Context: an optimization exercise on an open-source flow, tuned for small area, a short achievable clock period and few clock cycles per item. The choices shown serve that exercise and are no tape-out recipe. No functional check of the RTL was part of any run shown here. Power is estimated from default activity; no workload was simulated.

==> flow/design.v (outline; a module is shown in full before it is edited, if it fits) <==
// module MADD: 65 lines
// module MSUB: 65 lines
// module DIV32: 61 lines
// module ModMult: 828 lines
// module NTT_ROM: 66 lines
// module NTTN: 188 lines
module NTTN (input             clk, reset,
             input             load_w,
             input             load_data,
             input             start,
             input             start_intt,
             input      [13:0] din,
             output reg        done,
             output reg [13:0] dout);
  // ...
==> flow/run.sh <==
#!/bin/bash
# synth_recipe.tcl (not shown) runs the flow's synth.tcl, then flattens the netlist and writes it again
# the make line also repeats each setting of config.mk as NAME=value (left out here)
make -C /OpenROAD-flow-scripts/flow DESIGN_CONFIG=/design/flow/config.mk WORK_HOME=/design/flow/orfs CLKGATE_MAP_FILE= SYNTH_SCRIPT=/design/flow/synth_recipe.tcl finish
==> flow/config.mk <==
export PLATFORM = sky130hd
export DESIGN_NAME = NTTN
export DESIGN_NICKNAME = NTTN
export VERILOG_FILES = /design/flow/design.v
export SDC_FILE = /design/flow/constraint.sdc
export NUM_CORES = 4
export LEC_CHECK = 0
export CAP_MARGIN = 20
export CORE_MARGIN = 2
export CORE_UTILIZATION = 40
export SETUP_SLACK_MARGIN = 3.9
export SLEW_MARGIN = 20
==> flow/constraint.sdc <==
create_clock -name core_clock -period 7.5 [get_ports {clk}]
set_input_delay 1.5000 -clock core_clock [delete_from_list [all_inputs] [get_ports {clk}]]
set_output_delay 1.5000 -clock core_clock [all_outputs]
set_load 0.01 [all_outputs]
==> summary.txt, run 1 <==
Outcome
  • Status: complete, no violations

Critical path
  • Most frequent CP cell: ha_4
  • Slowest-stage cell, CP: fa_1
  • Buf+Inv Stages, Crit Path: 3
  • CP startpoint kind: flop
  • Setup Crit Path Kind: reg2reg
  • Critical path peak fanout: 5
  • Delay-heaviest family, CP: adder cells
  • R2R Path End: OPA[5]
  • Crit path required time: 8.03 ns
  • Critical path launch point: Ey2[1]

Global route
  • Global-route wire length before repair: 270000 um
  • GRT Total Usage: 20.5%
  • Met3 usage: 3.31%
  • Grt peak-use layer: met2
  • Met2 usage: 33.0%

STA
  • Worst-Margin Slew: 1.00 ns
  • Final Max Tran Viols: 0
  • RSZ-0062 raised after global routing: yes
  • Final Cycle Share: 49.7%
  • FMAX: 269 MHz
  • Post-route setup slack: 3.78 ns

Floorplan
  • Die height: 418 um
  • Die width: 418 um

Power
  • Power Total: 0.0405 W
  • Sw Share: 41.4%
  • Static Leak: 31.4 nW
  • Clock power frac: 17.2%
  • Comb pwr share: 56.8%

Cells and area
  • Final Util: 46.8%
  • Clock network area share: 5.87%
  • Layout cells sized above 1: 20.9%

Routing
  • Max Used Layer: met4
  • DR WL met3: 11700 um
  • DRT met1 WL: 78600 um
  • Mean routed wirelength per cell: 22.5 um
  • Starting DRT DRC Count: 3684

Synthesis
  • Compound-Gate Fraction of Synth Area: 7.30%
  • Post-synth top cells: dfxtp_1 (771), inv_1 (632), edfxtp_1 (518)

CTS
  • # hold bufs at CTS: 0
  • PostCTS Resize Cnt: 197
  • CTS buffer count: 138

Placed design
  • DP Worst Slack: 2.63 ns
  • Detail Placement HPWL: 123000 um
==> module NTTN, before the edit <==
module NTTN (input             clk, reset,
             input             load_w,
             input             load_data,
             input             start,
             input             start_intt,
             input      [13:0] din,
             output reg        done,
             output reg [13:0] dout);
localparam NM = 5;    
localparam T0 = 81;   
localparam LS = 2 + NM;        
localparam RUN0 = 34;          
integer i;
reg        lw_r, ld_r, st_r, sti_r;
reg [13:0] din_r;
always @(posedge clk or posedge reset) begin
    if (reset) begin
        lw_r <= 1'b0; ld_r <= 1'b0; st_r <= 1'b0; sti_r <= 1'b0;
    end else begin
        lw_r <= load_w; ld_r <= load_data; st_r <= start; sti_r <= start_intt;
    end
end
always @(posedge clk) din_r <= din;
reg        wact;
reg [6:0]  wcnt;
always @(posedge clk or posedge reset) begin
    if (reset) begin
        wact <= 1'b0; wcnt <= 7'd0;
    end else if (lw_r) begin
        wact <= 1'b1; wcnt <= 7'd0;
    end else if (wact) begin
        wcnt <= wcnt + 7'd1;
        if (wcnt == 7'd65) wact <= 1'b0;
    end
end
reg [13:0] Tr [0:15];
reg [3:0]  tph;
reg [13:0] q;
wire       tload = wact && (wcnt < 7'd16);
wire [3:0] tph_n = (wact && wcnt == 7'd15) ? 4'd0 : tph + 4'd1;
always @(posedge clk) begin
    for (i = 0; i < 15; i = i + 1) Tr[i] <= Tr[i + 1];
    Tr[15] <= tload ? din_r : Tr[0];
    tph <= tph_n;
    if (wact && wcnt == 7'd64) q <= din_r;
end
reg        act;
reg [6:0]  cnt;
reg        dirv, intt;
wire       strt  = st_r || sti_r;
wire       hold  = (cnt == RUN0) && !dirv && !strt;
wire       intt_now = dirv ? intt : sti_r;
wire       intt_n = (act && strt && !dirv) ? sti_r : intt;
wire [6:0] cnt_n = ld_r ? 7'd2 : (act && !hold) ? cnt + 7'd1 : cnt;
wire       act_n = ld_r ? 1'b1 : (act && cnt == T0 + 31) ? 1'b0 : act;
always @(posedge clk or posedge reset) begin
    if (reset) begin
        act <= 1'b0; cnt <= 7'd0; dirv <= 1'b0; intt <= 1'b0;
    end else begin
        act <= act_n;
        cnt <= cnt_n;
        if (ld_r) dirv <= 1'b0;
        else if (act && strt && !dirv) begin
            dirv <= 1'b1; intt <= sti_r;
        end
    end
end
wire       n_v, n_pa, n_sw, n_sa, n_sb;
wire [3:0] n_ra0, n_ra1, n_tw;
NTT_ROM rom(.cnt(cnt_n), .v(n_v), .pa(n_pa), .ra0(n_ra0), .ra1(n_ra1), .tw(n_tw),
            .sa(n_sa), .sb(n_sb), .sw(n_sw));
reg        r_v, r_pa, r_sw, r_sa, r_sb;
reg [3:0]  r_ra0, r_ra1, r_tw;
always @(posedge clk) begin
    r_v <= n_v; r_pa <= n_pa; r_sw <= n_sw; r_sa <= n_sa; r_sb <= n_sb;
    r_ra0 <= n_ra0; r_ra1 <= n_ra1; r_tw <= n_tw;
end
wire issue = act && r_v && !hold;
reg        dinw;
reg [4:0]  lj;
always @(posedge clk) begin
    dinw <= act_n && (cnt_n >= 7'd2) && (cnt_n <= 7'd33);
    lj   <= cnt_n[4:0] - 5'd2;
end
reg  [13:0] B0 [0:15];
reg  [13:0] B1 [0:15];
wire [13:0] rd0 = B0[r_ra0];
wire [13:0] rd1 = B1[r_ra1];
wire [13:0] W0, W1;             
wire [13:0] va_rf = r_pa ? rd1 : rd0;
wire [13:0] vb_rf = r_pa ? rd0 : rd1;
wire [13:0] va_w  = r_pa ? W1 : W0;
wire [13:0] vb_w  = r_pa ? W0 : W1;
reg  [13:0] X, Y, TW, TW1, S1, D1;
always @(posedge clk) begin
    X  <= r_sa ? va_w : va_rf;
    Y  <= r_sb ? vb_w : vb_rf;
    TW <= Tr[r_tw - tph];
end
wire [13:0] xy_s, xy_d;
MADD bma(.a(X), .b(Y), .q(q), .y(xy_s));
MSUB bms(.a(X), .b(Y), .q(q), .y(xy_d));
always @(posedge clk) begin
    S1  <= xy_s;
    D1  <= xy_d;
    TW1 <= TW;
end
wire [13:0] DM;
ModMult mm(.clk(clk), .A(D1), .B(TW1), .q(q), .C(DM));
reg [13:0] SD [1:NM];
always @(posedge clk) begin
    SD[1] <= S1;
    for (i = 2; i <= NM; i = i + 1) SD[i] <= SD[i - 1];
end
reg        tv  [1:LS];
reg        tpa [1:LS];
reg        tsw [1:LS];
reg [3:0]  tr0 [1:LS];
reg [3:0]  tr1 [1:LS];
always @(posedge clk or posedge reset) begin
    if (reset) begin
        for (i = 1; i <= LS; i = i + 1) tv[i] <= 1'b0;
    end else begin
        tv[1] <= issue;
        for (i = 2; i <= LS; i = i + 1) tv[i] <= tv[i - 1];
    end
end
always @(posedge clk) begin
    tpa[1] <= r_pa; tsw[1] <= r_sw & intt_now; tr0[1] <= r_ra0; tr1[1] <= r_ra1;
    for (i = 2; i <= LS; i = i + 1) begin
        tpa[i] <= tpa[i - 1]; tsw[i] <= tsw[i - 1]; tr0[i] <= tr0[i - 1]; tr1[i] <= tr1[i - 1];
    end
end
wire [13:0] val_a = tsw[LS] ? DM : SD[NM];
wire [13:0] val_b = tsw[LS] ? SD[NM] : DM;
assign W0 = tpa[LS] ? val_b : val_a;
assign W1 = tpa[LS] ? val_a : val_b;
wire        ljp = ^lj;
always @(posedge clk) begin
    if (dinw ? !ljp : tv[LS]) B0[dinw ? lj[4:1] : tr0[LS]] <= dinw ? din_r : W0;
    if (dinw ?  ljp : tv[LS]) B1[dinw ? lj[4:1] : tr1[LS]] <= dinw ? din_r : W1;
end
wire [6:0] oc_n  = cnt_n - (T0 - 5);
wire [6:0] oc2_n = cnt_n - (T0 - 3);
wire       opar_n = ^oc_n[4:2];
reg  [3:0] oa0, oa1;
reg        opar, oldf, oswp, osw4, osub;
always @(posedge clk) begin
    oa0    <= {oc_n[4:2], oc_n[0] ^ opar_n};
    oa1    <= {oc_n[4:2], ~(oc_n[0] ^ opar_n)};
    opar   <= opar_n;
    oldf   <= (oc_n[1:0] == 2'd1);
    oswp   <= (oc_n[1:0] == 2'd3);
    osw4   <= intt_n && (oc_n[4:2] != 3'd0);
    osub   <= oc2_n[0] ^ (intt_n && !((oc2_n[4:2] == 3'd0) && !oc2_n[1]));
end
wire [13:0] o0 = B0[oa0];
wire [13:0] o1 = B1[oa1];
reg  [13:0] Ey0, Ey2, OPA, OPB, ZH, FH, R1, R2, R2a, R2b;
wire [13:0] ysum, ydif, oadd, osb, dva, dvb;
MADD oma1(.a(Ey0), .b(Ey2), .q(q), .y(ysum));
MSUB oms1(.a(Ey0), .b(Ey2), .q(q), .y(ydif));
MADD oma2(.a(OPA), .b(OPB), .q(q), .y(oadd));
MSUB oms2(.a(OPA), .b(OPB), .q(q), .y(osb));
DIV32 odv(.x(R1), .q(q), .ya(dva), .yb(dvb));
always @(posedge clk) begin
    Ey0 <= opar ? o1 : o0;
    Ey2 <= opar ? o0 : o1;
    if (oldf) begin
        OPB <= opar ? o0 : o1;
        FH  <= opar ? o1 : o0;
        OPA <= osw4 ? ydif : ysum;
        ZH  <= osw4 ? ysum : ydif;
    end else if (oswp) begin
        OPA <= ZH;
        OPB <= FH;
    end
    R1   <= osub ? osb : oadd;
    R2   <= R1;
    R2a  <= dva;
    R2b  <= dvb;
    dout <= intt ? R2a + R2b : R2;
end
always @(posedge clk or posedge reset) begin
    if (reset) done <= 1'b0;
    else       done <= act && (cnt == T0 - 2);
end
endmodule
==> inputs of run 2 (changes only) <==
--- a/flow/design.v
+++ b/flow/design.v
@@ -1085,6 +1085,71 @@
     endcase
 end
 endmodule
+module NTT_WROM(input [6:0] cnt, output reg v, output reg pa, output reg [3:0] ra0,
+                output reg [3:0] ra1, output reg sw);
+always @(*) begin
+    v = 1'b0; pa = 1'b0; ra0 = 4'd0; ra1 = 4'd0; sw = 1'b0;
+    case (cnt)
+    7'd41: begin v = 1'b1; pa = 1'b0; ra0 = 4'd7; ra1 = 4'd15; sw = 1'b0; end
+    7'd42: begin v = 1'b1; pa = 1'b1; ra0 = 4'd13; ra1 = 4'd5; sw = 1'b0; end
+    7'd43: begin v = 1'b1; pa = 1'b1; ra0 = 4'd8; ra1 = 4'd0; sw = 1'b0; end
+    7'd44: begin v = 1'b1; pa = 1'b1; ra0 = 4'd12; ra1 = 4'd4; sw = 1'b0; end
+    7'd45: begin v = 1'b1; pa = 1'b0; ra0 = 4'd4; ra1 = 4'd12; sw = 1'b0; end
+    7'd46: begin v = 1'b1; pa = 1'b1; ra0 = 4'd15; ra1 = 4'd7; sw = 1'b0; end
+    7'd47: begin v = 1'b1; pa = 1'b0; ra0 = 4'd2; ra1 = 4'd10; sw = 1'b0; end
+    7'd48: begin v = 1'b1; pa = 1'b1; ra0 = 4'd9; ra1 = 4'd1; sw = 1'b0; end
+    7'd49: begin v = 1'b1; pa = 1'b0; ra0 = 4'd5; ra1 = 4'd13; sw = 1'b0; end
+    7'd50: begin v = 1'b1; pa = 1'b1; ra0 = 4'd10; ra1 = 4'd2; sw = 1'b0; end
+    7'd51: begin v = 1'b1; pa = 1'b0; ra0 = 4'd1; ra1 = 4'd9; sw = 1'b0; end
+    7'd52: begin v = 1'b1; pa = 1'b1; ra0 = 4'd4; ra1 = 4'd0; sw = 1'b0; end
+    7'd53: begin v = 1'b1; pa = 1'b1; ra0 = 4'd11; ra1 = 4'd3; sw = 1'b0; end
+    7'd54: begin v = 1'b1; pa = 1'b0; ra0 = 4'd0; ra1 = 4'd8; sw = 1'b0; end
+    7'd55: begin v = 1'b1; pa = 1'b1; ra0 = 4'd14; ra1 = 4'd6; sw = 1'b0; end
+    7'd56: begin v = 1'b1; pa = 1'b0; ra0 = 4'd3; ra1 = 4'd11; sw = 1'b0; end
+    7'd57: begin v = 1'b1; pa = 1'b1; ra0 = 4'd5; ra1 = 4'd1; sw = 1'b0; end
+    7'd58: begin v = 1'b1; pa = 1'b0; ra0 = 4'd1; ra1 = 4'd5; sw = 1'b0; end
+    7'd59: begin v = 1'b1; pa = 1'b0; ra0 = 4'd6; ra1 = 4'd14; sw = 1'b0; end
+    7'd60: begin v = 1'b1; pa = 1'b1; ra0 = 4'd7; ra1 = 4'd3; sw = 1'b0; end
+    7'd61: begin v = 1'b1; pa = 1'b0; ra0 = 4'd0; ra1 = 4'd4; sw = 1'b0; end
+    7'd62: begin v = 1'b1; pa = 1'b0; ra0 = 4'd2; ra1 = 4'd6; sw = 1'b0; end
+    7'd63: begin v = 1'b1; pa = 1'b0; ra0 = 4'd3; ra1 = 4'd7; sw = 1'b0; end
+    7'd64: begin v = 1'b1; pa = 1'b1; ra0 = 4'd13; ra1 = 4'd9; sw = 1'b1; end
+    7'd65: begin v = 1'b1; pa = 1'b1; ra0 = 4'd14; ra1 = 4'd10; sw = 1'b1; end
+    7'd66: begin v = 1'b1; pa = 1'b1; ra0 = 4'd6; ra1 = 4'd2; sw = 1'b0; end
+    7'd67: begin v = 1'b1; pa = 1'b0; ra0 = 4'd1; ra1 = 4'd3; sw = 1'b0; end
+    7'd68: begin v = 1'b1; pa = 1'b1; ra0 = 4'd7; ra1 = 4'd5; sw = 1'b1; end
+    7'd69: begin v = 1'b1; pa = 1'b1; ra0 = 4'd2; ra1 = 4'd0; sw = 1'b0; end
+    7'd70: begin v = 1'b1; pa = 1'b0; ra0 = 4'd4; ra1 = 4'd6; sw = 1'b1; end
+    7'd71: begin v = 1'b1; pa = 1'b1; ra0 = 4'd15; ra1 = 4'd11; sw = 1'b1; end
+    7'd72: begin v = 1'b1; pa = 1'b1; ra0 = 4'd3; ra1 = 4'd1; sw = 1'b0; end
+    7'd73: begin v = 1'b1; pa = 1'b0; ra0 = 4'd8; ra1 = 4'd12; sw = 1'b1; end
+    7'd74: begin v = 1'b1; pa = 1'b0; ra0 = 4'd5; ra1 = 4'd7; sw = 1'b1; end
+    7'd75: begin v = 1'b1; pa = 1'b0; ra0 = 4'd0; ra1 = 4'd2; sw = 1'b0; end
+    7'd76: begin v = 1'b1; pa = 1'b1; ra0 = 4'd1; ra1 = 4'd0; sw = 1'b0; end
+    7'd77: begin v = 1'b1; pa = 1'b0; ra0 = 4'd2; ra1 = 4'd3; sw = 1'b1; end
+    7'd78: begin v = 1'b1; pa = 1'b0; ra0 = 4'd11; ra1 = 4'd15; sw = 1'b1; end
+    7'd79: begin v = 1'b1; pa = 1'b0; ra0 = 4'd9; ra1 = 4'd13; sw = 1'b1; end
+    7'd80: begin v = 1'b1; pa = 1'b1; ra0 = 4'd6; ra1 = 4'd4; sw = 1'b1; end
+    7'd81: begin v = 1'b1; pa = 1'b1; ra0 = 4'd12; ra1 = 4'd8; sw = 1'b1; end
+    7'd82: begin v = 1'b1; pa = 1'b0; ra0 = 4'd4; ra1 = 4'd5; sw = 1'b1; end
+    7'd83: begin v = 1'b1; pa = 1'b0; ra0 = 4'd10; ra1 = 4'd14; sw = 1'b1; end
+    7'd84: begin v = 1'b1; pa = 1'b0; ra0 = 4'd8; ra1 = 4'd10; sw = 1'b1; end
+    7'd85: begin v = 1'b1; pa = 1'b1; ra0 = 4'd11; ra1 = 4'd9; sw = 1'b1; end
+    7'd86: begin v = 1'b1; pa = 1'b0; ra0 = 4'd13; ra1 = 4'd15; sw = 1'b1; end
+    7'd87: begin v = 1'b1; pa = 1'b1; ra0 = 4'd7; ra1 = 4'd6; sw = 1'b1; end
+    7'd88: begin v = 1'b1; pa = 1'b1; ra0 = 4'd14; ra1 = 4'd12; sw = 1'b1; end
+    7'd89: begin v = 1'b1; pa = 1'b0; ra0 = 4'd9; ra1 = 4'd11; sw = 1'b1; end
+    7'd90: begin v = 1'b1; pa = 1'b0; ra0 = 4'd12; ra1 = 4'd14; sw = 1'b1; end
+    7'd91: begin v = 1'b1; pa = 1'b1; ra0 = 4'd10; ra1 = 4'd8; sw = 1'b1; end
+    7'd92: begin v = 1'b1; pa = 1'b0; ra0 = 4'd8; ra1 = 4'd9; sw = 1'b1; end
+    7'd93: begin v = 1'b1; pa = 1'b1; ra0 = 4'd11; ra1 = 4'd10; sw = 1'b1; end
+    7'd94: begin v = 1'b1; pa = 1'b1; ra0 = 4'd15; ra1 = 4'd13; sw = 1'b1; end
+    7'd95: begin v = 1'b1; pa = 1'b0; ra0 = 4'd14; ra1 = 4'd15; sw = 1'b1; end
+    7'd96: begin v = 1'b1; pa = 1'b1; ra0 = 4'd13; ra1 = 4'd12; sw = 1'b1; end
+    default: ;
+    endcase
+end
+endmodule
 module NTTN (input             clk, reset,
              input             load_w,
              input             load_data,
@@ -1136,7 +1201,6 @@
 reg        dirv, intt;
 wire       strt  = st_r || sti_r;
 wire       hold  = (cnt == RUN0) && !dirv && !strt;
-wire       intt_now = dirv ? intt : sti_r;
 wire       intt_n = (act && strt && !dirv) ? sti_r : intt;
 wire [6:0] cnt_n = ld_r ? 7'd2 : (act && !hold) ? cnt + 7'd1 : cnt;
 wire       act_n = ld_r ? 1'b1 : (act && cnt == T0 + 31) ? 1'b0 : act;
@@ -1152,17 +1216,16 @@
         end
     end
 end
-wire       n_v, n_pa, n_sw, n_sa, n_sb;
+wire       n_v, n_pa, n_sw, n_sa, n_sb;    
 wire [3:0] n_ra0, n_ra1, n_tw;
 NTT_ROM rom(.cnt(cnt_n), .v(n_v), .pa(n_pa), .ra0(n_ra0), .ra1(n_ra1), .tw(n_tw),
             .sa(n_sa), .sb(n_sb), .sw(n_sw));
-reg        r_v, r_pa, r_sw, r_sa, r_sb;
+reg        r_pa, r_sa, r_sb;
 reg [3:0]  r_ra0, r_ra1, r_tw;
 always @(posedge clk) begin
-    r_v <= n_v; r_pa <= n_pa; r_sw <= n_sw; r_sa <= n_sa; r_sb <= n_sb;
+    r_pa <= n_pa; r_sa <= n_sa; r_sb <= n_sb;
     r_ra0 <= n_ra0; r_ra1 <= n_ra1; r_tw <= n_tw;
 end
-wire issue = act && r_v && !hold;
 reg        dinw;
 reg [4:0]  lj;
 always @(posedge clk) begin
@@ -1199,33 +1262,26 @@
     SD[1] <= S1;
     for (i = 2; i <= NM; i = i + 1) SD[i] <= SD[i - 1];
 end
-reg        tv  [1:LS];
-reg        tpa [1:LS];
-reg        tsw [1:LS];
-reg [3:0]  tr0 [1:LS];
-reg [3:0]  tr1 [1:LS];
+wire       m_v, m_pa, m_sw;
+wire [3:0] m_ra0, m_ra1;
+NTT_WROM wrom(.cnt(cnt_n), .v(m_v), .pa(m_pa), .ra0(m_ra0), .ra1(m_ra1), .sw(m_sw));
+reg        w_v, w_pa, w_sw;
+reg [3:0]  w_ra0, w_ra1;
 always @(posedge clk or posedge reset) begin
-    if (reset) begin
-        for (i = 1; i <= LS; i = i + 1) tv[i] <= 1'b0;
-    end else begin
-        tv[1] <= issue;
-        for (i = 2; i <= LS; i = i + 1) tv[i] <= tv[i - 1];
-    end
+    if (reset) w_v <= 1'b0;
+    else       w_v <= act_n && m_v;
 end
 always @(posedge clk) begin
-    tpa[1] <= r_pa; tsw[1] <= r_sw & intt_now; tr0[1] <= r_ra0; tr1[1] <= r_ra1;
-    for (i = 2; i <= LS; i = i + 1) begin
-        tpa[i] <= tpa[i - 1]; tsw[i] <= tsw[i - 1]; tr0[i] <= tr0[i - 1]; tr1[i] <= tr1[i - 1];
-    end
+    w_pa <= m_pa; w_sw <= m_sw & intt_n; w_ra0 <= m_ra0; w_ra1 <= m_ra1;
 end
-wire [13:0] val_a = tsw[LS] ? DM : SD[NM];
-wire [13:0] val_b = tsw[LS] ? SD[NM] : DM;
-assign W0 = tpa[LS] ? val_b : val_a;
-assign W1 = tpa[LS] ? val_a : val_b;
+wire [13:0] val_a = w_sw ? DM : SD[NM];
+wire [13:0] val_b = w_sw ? SD[NM] : DM;
+assign W0 = w_pa ? val_b : val_a;
+assign W1 = w_pa ? val_a : val_b;
 wire        ljp = ^lj;
 always @(posedge clk) begin
-    if (dinw ? !ljp : tv[LS]) B0[dinw ? lj[4:1] : tr0[LS]] <= dinw ? din_r : W0;
-    if (dinw ?  ljp : tv[LS]) B1[dinw ? lj[4:1] : tr1[LS]] <= dinw ? din_r : W1;
+    if (dinw ? !ljp : w_v) B0[dinw ? lj[4:1] : w_ra0] <= dinw ? din_r : W0;
+    if (dinw ?  ljp : w_v) B1[dinw ? lj[4:1] : w_ra1] <= dinw ? din_r : W1;
 end
 wire [6:0] oc_n  = cnt_n - (T0 - 5);
 wire [6:0] oc2_n = cnt_n - (T0 - 3);
==> run 2 against run 1 <==
Net effect: largest power group unchanged; highest routed layer unchanged; synthesized cell count up 3.1%; sequential share of layout area down 1.6 points; core utilization down 0.062 points; largest cell class unchanged; critical path depth unchanged; critical endpoint is now OPA[4]; worst hold slack worse by 0.0035 ns; clock skew up 0.023 ns; final cell count up 1.9%.
==> summary.txt, run 2 <==
Synthesis
  • Async S/R FF share, synth: 1.92%
  • Post-synth top cells: dfxtp_1 (709), inv_1 (649), edfxtp_1 (518)
  • Sequential area share after synthesis: 44.4%
  • Synth cell types: 87
  • Synth Register Bits: 1251
  • Syn Nets: 6414
  • Synth Warn #: 6
  • Avg Inst Size Synth: 12.1 sq um
  • Area share of the largest cell type after synthesis: 22.8%
  • Synth area leaders: edfxtp_1 (23%), dfxtp_1 (21%), fa_1 (13%)
  • Yosys top cell by area: edfxtp_1
  • Top-count cell post-synth: dfxtp_1
  • Gate Count Post-Synth: 5636
  • Mapped Area: 0.0683 sq mm
  • Synth Flop Type: dfxtp_1
  • EDFF count, synth: 518

STA
  • Worst-Margin Slew: 1.17 ns (+0.165 ns)
  • Final setup fails: 0
  • Hold slack: 0.315 ns
  • Hold Fails Final Rpt: 0
  • Minimum clock period: 3.95 ns
  • FMAX: 253 MHz (-5.8%)
  • Final Max Tran Viols: 0 (unchanged)
  • Post-route setup slack: 3.55 ns (-0.229 ns)
  • Setup TNS: 0 ns
  • Worst slew margin: 22.1%
  • Layout Skew: 0.0601 ns
  • RSZ-0062 raised after global routing: yes
  • Final Cycle Share: 52.7% (+3.1 points)

Global route
  • Pin count of the biggest net entering global routing: 64
  • Antenna violations before repair: 12
  • Total grt overflow: 0
  • Global-route wire length before repair: 284000 um (+5.1%)
  • Vias in the first global route: 45900
  • GRT Total Usage: 21.6% (+1.1 points)

Power
  • Sw Share: 42.7% (+1.4 points)
  • Pwr Density: 534 mW/mm^2
  • Internal power: 0.0242 W
  • Power Total: 0.0423 W (+4.5%)
  • Static Leak: 31.2 nW (-0.64%)
  • Comb pwr share: 59.9% (+3.1 points)
  • Clock power frac: 15.7% (-1.5 points)
  • Peak supply drop: 0.384 mV
  • Psw: 0.0181 W
  • Seq pwr share: 24.3%

Cells and area
  • FF+latch area: 0.0304 sq mm
  • Multi-input gate area: 0.0364 sq mm
  • Most common cell after layout, fill and taps aside: dfxtp_1
  • Final Instance Area: 0.0792 sq mm
  • Commonest cells after routing, fill and taps aside: dfxtp_1 (659), inv_1 (601), edfxtp_1 (518), fa_1 (417), nand2_1 (362)
  • Fillers: 15000
  • Area Overhead vs Synth: 15.9%
  • Fin nets: 6608
  • Layout cells sized above 1: 20.4% (-0.57 points)

Outcome
  • Status: complete, no violations

Critical path
  • Worst EP arrival: 4.47 ns
  • Setup crit end kind: flop
  • R2R Setup Slk: 3.55 ns
  • Setup Crit Path Kind: reg2reg
  • Buf+Inv Stages, Crit Path: 4 (+1)
  • Delay-heaviest family, CP: compound AO/OA/AOI/OAI gates
  • Slowest-stage cell, CP: fa_1
  • CP startpoint kind: flop
  • Slowest cell delay on critical path: 0.58 ns
  • Critical path peak fanout: 5 (unchanged)
  • Crit path required time: 8.02 ns (about the same)
  • CP cell instances: inv_4 > ha_4 > fa_1 > inv_2 > ha_4 > a211o_1 > a21oi_2 > a2bb2oi_2 > a221o_1 > a311o_1 > buf_6 > o311ai_4 > buf_12 > mux2i_4 > o221ai_1
  • Most frequent CP cell: ha_4

Routing
  • 1st-pass router iterations: 6
  • Starting DRT DRC Count: 4040 (+9.7%)
  • Routed vias/inst: 5.51
  • DRC violations left: 0
  • Post-route ant nets: 0
  • Final WL: 189000 um
  • Mean routed wirelength per cell: 23.2 um (+2.9%)
  • Via count: 44900

CTS
  • TritonCTS clock tree: yes
  • Clock root buffer: clkbuf_16
  • CTS buffer count: 136 (-1.4%)
  • Clock sinks: 1251
  • Worst-path clk slew: 0.06 ns
  • Max Root-Sink Buffers: 3
  • Worst-skew pair later-pin latency: 0.81 ns
  • Htree depth: 4

Floorplan
  • IO Count: 35
  • Initial Util: 40.3%
  • Die width: 417 um (-0.10%)
  • CORE AREA: 0.169 sq mm
  • Num rows: 151
  • DIE AREA: 0.174 sq mm
  • Die height: 417 um (-0.10%)

Placed design
  • PortBufs: 34
  • RD Place Congestion: 0.899
  • Placed inst area: 0.0715 sq mm
  • DP Worst Slack: 2.65 ns (+0.0253 ns)
  • Detail Placement HPWL: 130000 um (+5.7%)

Min path
  • Hold/Removal Path Class: reg2reg

Flow run
  • MaxCap Viol Count: 0
-- run 2: power by group through the flow --
stage	clock [W]	sequential (W)	combinational, W
after CTS	0.00678	0.0103	0.0241
final	0.00666	0.0103	0.0253
after floorplan	0	0.00969	0.0162
after global placement	0	0.0104	0.0221
after detailed placement	0	0.0104	0.0225
after global routing	0.00706	0.0104	0.0285
-- run 2: repair_timing --
item,in CTS,in global routing
buffers inserted,87,59
setup endpoints to repair,153,157
hold endpoints to repair,0,0
hold buffers,0,0
pin swaps,86,113
gates resized for setup,237,204
cloned,6,0
-- run 2: final cells by class --
class	instances	area share [%]
antenna	4	0.0126
clock buffer	191	4.92
clock inverter	50	0.747
inverter	665	3.31
multi-input combinational	3492	45.9
sequential	1251	38.4
tap	2218	3.50
timing repair buffer	284	3.18
-- run 2: cells by family (layout without fill, tap and decap cells) --
logic type | count (synthesis) | after routing | synth area share [%]
AO/OA/AOI/OAI | 788 | 790 | 7.90
XOR/XNOR | 202 | 202 | 2.61
AND/OR/NAND/NOR | 1295 | 1295 | 9.04
flip-flops | 1251 | 1251 | 44.4
buffers and inverters | 895 | 1190 | 5.05
adder cells (fa/ha/maj) | 758 | 758 | 18.7
multiplexers | 447 | 447 | 12.3
other | 0 | 4 | 0
-- run 2: final timing paths --
path,from,end,cells past startpoint
hold / removal,SD[1][6],SD[2][6],0
max in group asynchronous,reset,ld_r,2
hold reg to reg,SD[1][6],SD[2][6],0
setup reg to reg,Ey2[1],OPA[4],15
setup / recovery,Ey2[1],OPA[4],15
min in group asynchronous,reset,wact,2
-- run 2: routing by layer --
metal  track usage, %  up-vias  routed length (um)  share of wire [%]
li1                 -    20200                   -                  -
met1             29.9    22900               82300                 43
met2             34.5     1584               88200                 47
met3             3.58      314               12900                6.8
met4             7.10        0                5820                3.1
met5                0        -                   0                  0
-- run 2: worst reg2reg max path: stages, from the launching register on --
cell and delay (ns):
dfxtp_4 0.36, inv_4 0.04, ha_4 0.22, fa_1 0.58
inv_2 0.06, ha_4 0.21, a211o_1 0.28, a21oi_2 0.19
a2bb2oi_2 0.10, a221o_1 0.37, a311o_1 0.43, buf_6 0.15
o311ai_4 0.13, buf_12 0.20, mux2i_4 0.23, o221ai_1 0.12
-- run 2: through the flow --
stage / instances / util, %
floorplan: 5636 / -
global placement: 7756 / 42.2
detailed placement: 7758 / 42.2
CTS: 8092 / 46.0
global route: 8151 / 46.8
finish: 8155 / 46.8

## afterwards: timing with drivers on the ports
The flow's constraints put no driver on any port. The routed layouts listed below were extracted and timed again, unchanged, in two steps.
Step 1: set_driving_cell puts a clkbuf_16 on clk and a buf_2 on each other input, an assumption about the parent block.
Step 2 moves the port delays by t, midway between the first and last clock arrival at a register: inputs arrive t later, outputs are due t later. That takes back most of the time a late clock gives input paths.
Slacks: ideal / step 1 / step 2; pairs: ideal / step 1.
run	shift t [ns]	setup slack, ns	hold WS [ns]	worst register clock-pin slew, ns
run 1	0.857	3.776 / 3.776 / 3.776	0.319 / 0.319 / 0.319	0.07 / 0.07
run 2	0.863	3.547 / 3.547 / 3.547	0.315 / 0.315 / 0.315	0.07 / 0.07
After both steps every run listed still meets setup and hold.
